This design comes from an exercise in tuning for small area on the open sky130 flow, not from production work.
Function was checked by simulation only, so behaviour that the tests miss may differ from the original.
Power figures rest on the tool's default switching activity, not on a simulated workload.

==> flow/design.v (excerpt) <==
module axis_uart_v1_0 #(
	parameter integer BAUD_PRESCALER = 10,
	parameter integer PARITY = 0,
	parameter integer BYTE_SIZE = 8,
	parameter integer STOP_BITS = 0,
	parameter integer FIFO_DEPTH = 16,
	parameter integer FLOW_CONTROL = 1,
	parameter integer DYNAMIC_CONFIG = 1
)
(
	input wire aclk,
	input wire aresetn,
	input wire [23:0]s_axis_config_tdata,
	input wire s_axis_config_tvalid,
	output wire s_axis_config_tready,
	input wire [15:0]s_axis_tdata,
	input wire s_axis_tvalid,
	output wire s_axis_tready,
	output wire [15:0]m_axis_tdata,
	output wire m_axis_tuser,
	output wire m_axis_tvalid,
	input wire m_axis_tready,
	output wire tx,
	input wire rx,
	output wire rts,
	input wire cts
);
Size: roughly 2100 cells after synthesis, roughly 630 flip-flops, about 69 I/O pins, roughly 24000 µm² of cells after synthesis.
Settings: LEC_CHECK=0, CAP_MARGIN=20, CORE_MARGIN=2, CORE_UTILIZATION=75, PLACE_DENSITY=0.8, SLEW_MARGIN=20, SYNTH_HIERARCHICAL=1; clock period 8.0 ns.
standard.sh (not shown) runs the stock make flow with config.mk's settings and CLKGATE_MAP_FILE= SYNTH_SCRIPT=/design/flow/synth_recipe.tcl, a recipe that flattens the netlist after the stock synthesis.
==> flow/flow/run.sh <==
#!/bin/bash
# Standard ORFS layout (the standard.sh) with two changes: port buffers use
# the smallest buffer, and clock tree synthesis uses no dummy loads and small
# clusters of small clock buffers.
set -euo pipefail
export BUFFER_PORTS_ARGS="-buffer_cell sky130_fd_sc_hd__buf_1"
export CTS_ARGS="-sink_clustering_enable -repair_clock_nets -dont_use_dummy_load -buf_list sky130_fd_sc_hd__clkbuf_4 -sink_clustering_size 10 -sink_clustering_max_diameter 45"
bash standard.sh > standard_flow.log 2>&1
Then changed:
--- a/flow/design.v
+++ b/flow/design.v
@@ -96,12 +96,14 @@
 always @(posedge aclk) begin
 	cfg_q <= cfg_nx;
 end
 always @(*) begin
 	{stop_bits, byte_size, parity, prescaler} = cfg_q ^ CFG_INV;
 end
+wire [23:0]cfg_nx_val = cfg_nx ^ CFG_INV;
+wire [15:0]prescaler_nx = cfg_nx_val[15:0];
 wire par_none = (parity == 3'd0);
 wire par_calc = (parity == 3'd1) | (parity == 3'd2);	 
 wire par_init1 = (parity == 3'd2) | (parity == 3'd3);	 
 wire par_init0 = (parity == 3'd1) | (parity == 3'd4);	 
 reg [16*15-1:0]tf_mem;
 reg [4:0]tf_cnt;
@@ -137,25 +139,27 @@
 	if (!aresetn)
 		tf_cnt <= 5'd0;
 	else
 		tf_cnt <= tf_cnt ^ tf_t;
 end
 reg [15:0]tx_pcnt;
-wire [16:0]tx_c;
-assign tx_c[0] = 1'b1;
-generate for (gi = 0; gi < 16; gi = gi + 1) begin : g_txinc
-	assign tx_c[gi+1] = tx_c[gi] & tx_pcnt[gi];
+wire [16:0]tx_b;
+assign tx_b[0] = 1'b1;
+generate for (gi = 0; gi < 16; gi = gi + 1) begin : g_txdec
+	assign tx_b[gi+1] = tx_b[gi] & ~tx_pcnt[gi];
 end endgenerate
-wire [15:0]tx_pcnt_inc = tx_pcnt ^ tx_c[15:0];
-wire tx_stb = (tx_pcnt_inc == prescaler);
+wire [15:0]tx_pcnt_dec = tx_pcnt ^ tx_b[15:0];
+wire tx_stb = tx_pcnt[0] & ~|tx_pcnt[15:1];
 wire tx_pre_en = ~tx_idle & ~((tx_state == S_END) & tx_m_ready);
+wire tx_pload = ~tx_pre_en | tx_stb;
+wire [15:0]tx_pcnt_nx;
+uart_hold_mux #(.W(16)) tx_pcnt_sel (
+	.q(tx_pcnt_dec), .d(prescaler_nx), .s(tx_pload), .sn(~tx_pload), .y(tx_pcnt_nx)
+);
 always @(posedge aclk) begin
-	if (!aresetn | ~tx_pre_en | tx_stb)
-		tx_pcnt <= 16'd0;
-	else
-		tx_pcnt <= tx_pcnt_inc;
+	tx_pcnt <= tx_pcnt_nx;
 end
 reg [14:0]tx_data;
 reg [3:0]tx_cnt;
 reg tx_par;
 reg txd_out;
 wire [3:0]tx_cnt_inc = tx_cnt + 4'd1;
@@ -318,30 +322,27 @@
 always @(posedge aclk) begin
 	if (!aresetn | ~rx_pre_en | rx_stb)
 		rx_pcnt <= 16'd0;
 	else
 		rx_pcnt <= rx_pcnt_inc;
 end
-reg [15:0]bit_cnt;
-wire [16:0]bc_c;
-assign bc_c[0] = rxd_in;
-generate for (gi = 0; gi < 16; gi = gi + 1) begin : g_bcinc
-	assign bc_c[gi+1] = bc_c[gi] & bit_cnt[gi];
-end endgenerate
-wire [16:0]bc_g;
-wire [15:0]bc_thr = {1'b0, prescaler[15:1]};
-assign bc_g[0] = 1'b1;
-generate for (gi = 0; gi < 16; gi = gi + 1) begin : g_bcge
-	assign bc_g[gi+1] = (bit_cnt[gi] & ~bc_thr[gi]) | (bit_cnt[gi] & bc_g[gi]) | (~bc_thr[gi] & bc_g[gi]);
-end endgenerate
-wire bit_rec = bc_g[16];
+reg [14:0]bit_rem;
+wire bit_nz = |bit_rem;
+wire bit_rec = ~bit_nz;
+wire [15:0]br_b;
+assign br_b[0] = rxd_in & bit_nz;
+generate for (gi = 0; gi < 15; gi = gi + 1) begin : g_brdec
+	assign br_b[gi+1] = br_b[gi] & ~bit_rem[gi];
+end endgenerate
+wire br_load = rx_idle | rx_stb;
+wire [14:0]bit_rem_nx;
+uart_hold_mux #(.W(15)) bit_rem_sel (
+	.q(bit_rem ^ br_b[14:0]), .d(prescaler_nx[15:1]), .s(br_load), .sn(~br_load), .y(bit_rem_nx)
+);
 always @(posedge aclk) begin
-	if (!aresetn | rx_idle | rx_stb)
-		bit_cnt <= 16'd0;
-	else
-		bit_cnt <= bit_cnt ^ bc_c[15:0];
+	bit_rem <= bit_rem_nx;
 end
 reg [3:0]rx_cnt;
 wire [3:0]rx_cnt_inc = rx_cnt + 4'd1;
 always @(posedge aclk) begin
 	if (!aresetn) begin
 		rx_pre_en <= 1'b0;
Effect:
- hold slack is worse by 0.038 ns
- flip-flop and latch count decreases by 1
- via count increases by 0.77%
- die area is about the same
- total power grows by 4.1%
- area after synthesis hardly moves
- sequential power is higher by about 2%
- wire length goes up by 1.1%
- clock power stays flat
- critical path depth does not change
- final cell count grows by 1.1%
- worst setup slack loses 0.30 ns

-- separate check: timing with driven ports --
How much do the figures lean on ideal ports? The routed layouts below were timed once more, with nothing changed but the port constraints.
Step 1: set_driving_cell puts a clkbuf_16 on aclk and a buf_2 on each other input, an assumption about the parent block.
Step 2 times the ports against the registers' clock, not the clock port: input delays grow and output delays shrink by t, the midpoint of the rising clock arrivals with the driver on.
Three values: ideal, step 1, step 2; two values: the first two.
| run | t (ns) | setup slack, ns | worst slew at a driven data input, ns |
|---|---|---|---|
| the first run | 0.776 | 2.121 / 2.121 / 2.121 | 0.04 |
| the second run | 0.754 | 1.826 / 1.826 / 1.826 | 0.05 |
After both steps setup and hold are still met in every run listed.
